Context: an optimization exercise on an open-source flow, tuned for small area, a short achievable clock period and few clock cycles. The choices shown serve that exercise and are no tape-out recipe. In this exercise RTL edits were held to simulation tests only and were not proved equivalent to the original. Power figures rest on the tool's default switching activity, not on a simulated workload.

old:
==> flow/design.v <==
module RISC_SPM (clk, rst, mem_rdata, mem_addr, mem_wdata, mem_we, halted);
  input        clk, rst;
  input  [7:0] mem_rdata;
  output [7:0] mem_addr, mem_wdata;
  output       mem_we;
  output       halted;
  reg [7:0] R0, R1, R2, R3;
  reg [7:0] PC, MA;
  reg [2:0] iop;          
  reg [3:0] srcv, dstv;   
  reg       sA, sB, sD;   
  reg       Z;
  reg       halted;
  wire i_add = (iop == 3'd1);
  wire i_sub = (iop == 3'd2);
  wire i_and = (iop == 3'd3);
  wire i_not = (iop == 3'd4);
  wire ex    = i_add | i_sub | i_and | i_not;
  wire [7:0] opA = {8{dstv[0]}} & R0 | {8{dstv[1]}} & R1 | {8{dstv[2]}} & R2 | {8{dstv[3]}} & R3;
  wire [7:0] opB = {8{srcv[0]}} & R0 | {8{srcv[1]}} & R1 | {8{srcv[2]}} & R2 | {8{srcv[3]}} & R3;
  wire [7:0] bx = opB ^ {8{i_sub}};
  wire [7:0] p0 = opA ^ bx;
  wire [7:0] g0 = opA & bx;
  wire [8:0] G0 = {g0, i_sub}, P0 = {p0, 1'b0};
  wire [8:0] G1, P1, G2, P2, G3;
  genvar k;
  generate
    for (k = 0; k < 9; k = k + 1) begin : ks
      if (k >= 1) begin : a1
        assign G1[k] = G0[k] | P0[k] & G0[k-1]; assign P1[k] = P0[k] & P0[k-1];
      end else begin : b1
        assign G1[k] = G0[k]; assign P1[k] = P0[k];
      end
      if (k >= 2) begin : a2
        assign G2[k] = G1[k] | P1[k] & G1[k-2]; assign P2[k] = P1[k] & P1[k-2];
      end else begin : b2
        assign G2[k] = G1[k]; assign P2[k] = P1[k];
      end
      if (k >= 4) begin : a3
        assign G3[k] = G2[k] | P2[k] & G2[k-4];
      end else begin : b3
        assign G3[k] = G2[k];
      end
    end
  endgenerate
  wire [7:0] sum = p0 ^ G3[7:0];
  reg [7:0] alu;
  always @* begin
    case (iop)
      3'd1, 3'd2: alu = sum;
      3'd3:       alu = opA & opB;
      default:    alu = ~opB;
    endcase
  end
  wire [7:0] axb  = opA ^ opB;
  wire [7:0] aob  = opA | opB;
  wire       zadd = ~|(axb ^ {aob[6:0], 1'b0});
  wire       zsub = ~|axb;
  wire       zand = ~|(opA & opB);
  wire       znot = &opB;
  reg        zt;
  always @* begin
    case (iop)
      3'd1:    zt = zadd;
      3'd2:    zt = zsub;
      3'd3:    zt = zand;
      default: zt = znot;
    endcase
  end
  wire fF = ~sA & ~sD & ~halted & (~sB | ~Z);
  wire bT = sB & Z;                                        
  wire [3:0] fo     = mem_rdata[7:4];
  wire       f_two  = ~fo[3] & fo[2] & (fo[1] | fo[0]);    
  wire       f_brz  = (fo == 4'd8);
  wire       f_halt = fo[3] & (|fo[2:0]);
  wire d_rd = sD & (iop == 3'd5);
  wire d_wr = sD & (iop == 3'd6);
  wire d_br = sD & ~iop[2] | sD & iop[1] & iop[0];       
  wire [6:0] hi1 = PC[7:1] + 7'd1;
  wire [7:0] PC1 = {PC[0] ? hi1 : PC[7:1], ~PC[0]};
  wire [7:0] PC2 = {hi1, PC[0]};
  wire [3:0] wa = {4{ex}} & dstv;
  wire [3:0] wr = {4{d_rd}} & dstv;
  always @(posedge clk or negedge rst)
    if (!rst) begin
      R0 <= 8'd0; R1 <= 8'd0; R2 <= 8'd0; R3 <= 8'd0;
    end else begin
      R0 <= wa[0] ? alu : wr[0] ? mem_rdata : R0;
      R1 <= wa[1] ? alu : wr[1] ? mem_rdata : R1;
      R2 <= wa[2] ? alu : wr[2] ? mem_rdata : R2;
      R3 <= wa[3] ? alu : wr[3] ? mem_rdata : R3;
    end
  always @(posedge clk or negedge rst)
    if (!rst) Z <= 1'b0;
    else if (ex) Z <= zt;
  always @(posedge clk or negedge rst)
    if (!rst) begin
      PC <= 8'd0; MA <= 8'd0; iop <= 3'd0; srcv <= 4'd0; dstv <= 4'd0;
      sA <= 1'b0; sB <= 1'b0; sD <= 1'b0; halted <= 1'b0;
    end else if (fF) begin
      iop  <= fo[2:0] & {3{~fo[3]}};    
      srcv <= 4'b1 << mem_rdata[3:2];
      dstv <= 4'b1 << mem_rdata[1:0];
      sB   <= 1'b0;
      if (f_halt) halted <= 1'b1;
      else begin
        MA <= PC1;
        PC <= f_brz ? PC2 : PC1;
        sA <= f_two;
        sB <= f_brz;
      end
    end else if (sA | bT) begin
      MA <= mem_rdata; sA <= 1'b0; sB <= 1'b0; sD <= 1'b1;
      if (sA) PC <= PC1;
    end else if (sD) begin
      sD <= 1'b0;
      if (d_br) begin MA <= mem_rdata; PC <= mem_rdata; end
      else MA <= PC;
    end
  assign mem_addr  = (sB & ~Z) ? PC : MA;
  assign mem_wdata = opB;
  assign mem_we    = d_wr;
endmodule
clock: 5.0 ns
lec_check: 0
abc_area: 1
cap_margin: 20
core_margin: 2
core_utilization: 75
setup_slack_margin: 2.2
slew_margin: 20
standard.sh (not shown) runs the stock make flow with config.mk's settings and CLKGATE_MAP_FILE= SYNTH_SCRIPT=/design/flow/synth_recipe.tcl, a recipe that flattens the netlist after the stock synthesis.
==> flow/flow/run.sh <==
#!/bin/bash
# The standard layout (standard.sh) with two changes:
#  - the port buffers are buf_2 cells instead of the delay cell the resizer
#    picks by default (every port still gets its buffer);
#  - Yosys's abc step runs with flow/abc.script (or yosys's own default abc
#    script if the file says "default") instead of ORFS's script.
# Everything else, registers included, is ORFS's standard synthesis and flow.
set -euo pipefail
here=$(pwd)
export BUFFER_PORTS_ARGS="-buffer_cell sky130_fd_sc_hd__buf_2"
export ADDER_MAP_FILE=
if [[ -f flow/abc.script ]]; then
  if grep -qx default flow/abc.script; then sc=default; else sc=$here/flow/abc.script; fi
  python3 - synth_recipe.tcl "$sc" <<'PY'
import sys
f, sc = sys.argv[1], sys.argv[2]
first, rest = open(f).read().split('\n', 1)
ov = """proc abc {args} {
  set i [lsearch -exact $args -script]
  if {$i >= 0} { set args [lreplace $args $i [expr {$i+1}]] }
  if {"%s" ne "default"} { set args [linsert $args 0 -script %s] }
  puts "abc override: $args"
  yosys abc {*}$args
}""" % (sc, sc)
open(f, 'w').write(first + '\n' + ov + '\n' + rest)
PY
fi
bash standard.sh finish > standard.log 2>&1
Testbench counts of old, summed over its fixed seeds: cycles 39,150.
Setup changes, old to new
--- a/flow/design.v
+++ b/flow/design.v
@@ -81,14 +81,15 @@
   wire [7:0] PC2 = {hi1, PC[0]};
   wire [3:0] wa = {4{ex}} & dstv;
   wire [3:0] wr = {4{d_rd}} & dstv;
+  wire [7:0] wdat = sD ? mem_rdata : alu;
   always @(posedge clk or negedge rst)
     if (!rst) begin
       R0 <= 8'd0; R1 <= 8'd0; R2 <= 8'd0; R3 <= 8'd0;
     end else begin
-      R0 <= wa[0] ? alu : wr[0] ? mem_rdata : R0;
-      R1 <= wa[1] ? alu : wr[1] ? mem_rdata : R1;
-      R2 <= wa[2] ? alu : wr[2] ? mem_rdata : R2;
-      R3 <= wa[3] ? alu : wr[3] ? mem_rdata : R3;
+      if (wa[0] | wr[0]) R0 <= wdat;
+      if (wa[1] | wr[1]) R1 <= wdat;
+      if (wa[2] | wr[2]) R2 <= wdat;
+      if (wa[3] | wr[3]) R3 <= wdat;
     end
   always @(posedge clk or negedge rst)
     if (!rst) Z <= 1'b0;
Notes after the runs:
Clock-buffer cell count: new and old compared, higher one is old
Relative contribution of combinational cells to total power ends up lower on new.
Run comparison: old end of the critical path mem_wdata[7]; new end of the critical path mem_addr[1]
new vs old: count of inverters other than clock inverters in the layout down by a few percent
On synthesized cell count: new sits below old.
Power after layout is higher on old
Testbench counts of new, summed over its fixed seeds: cycles 39,150.

==> afterwards: timing with drivers on the ports <==
No port has a modelled driver above. Below, the same layouts with a new extraction and two added sets of constraints.
Step 1 assumes that a clkbuf_16 drives the clock port and a buf_2 every other input.
Step 2 adds t to the input delays and takes it off the output delays; t is the mean of the earliest and latest rising clock arrival at the registers after step 1. Input paths then give back, and output paths get back, about the clock's delay inside the block.
Three values: no drivers, after step 1, after step 2; two values: the first two.
| run | t, ns | slack for setup (ns) | worst hold slack (ns) |
|---|---|---|---|
| old | 0.381 | 2.294 / 2.262 / 2.309 | 0.502 / 0.502 / 0.502 |
| new | 0.378 | 2.353 / 2.323 / 2.199 | 0.499 / 0.499 / 0.499 |
After both steps every run listed still meets setup and hold. The setup slack of new, which loses most, moves by -0.030 ns with the drivers and by -0.154 ns with both steps.
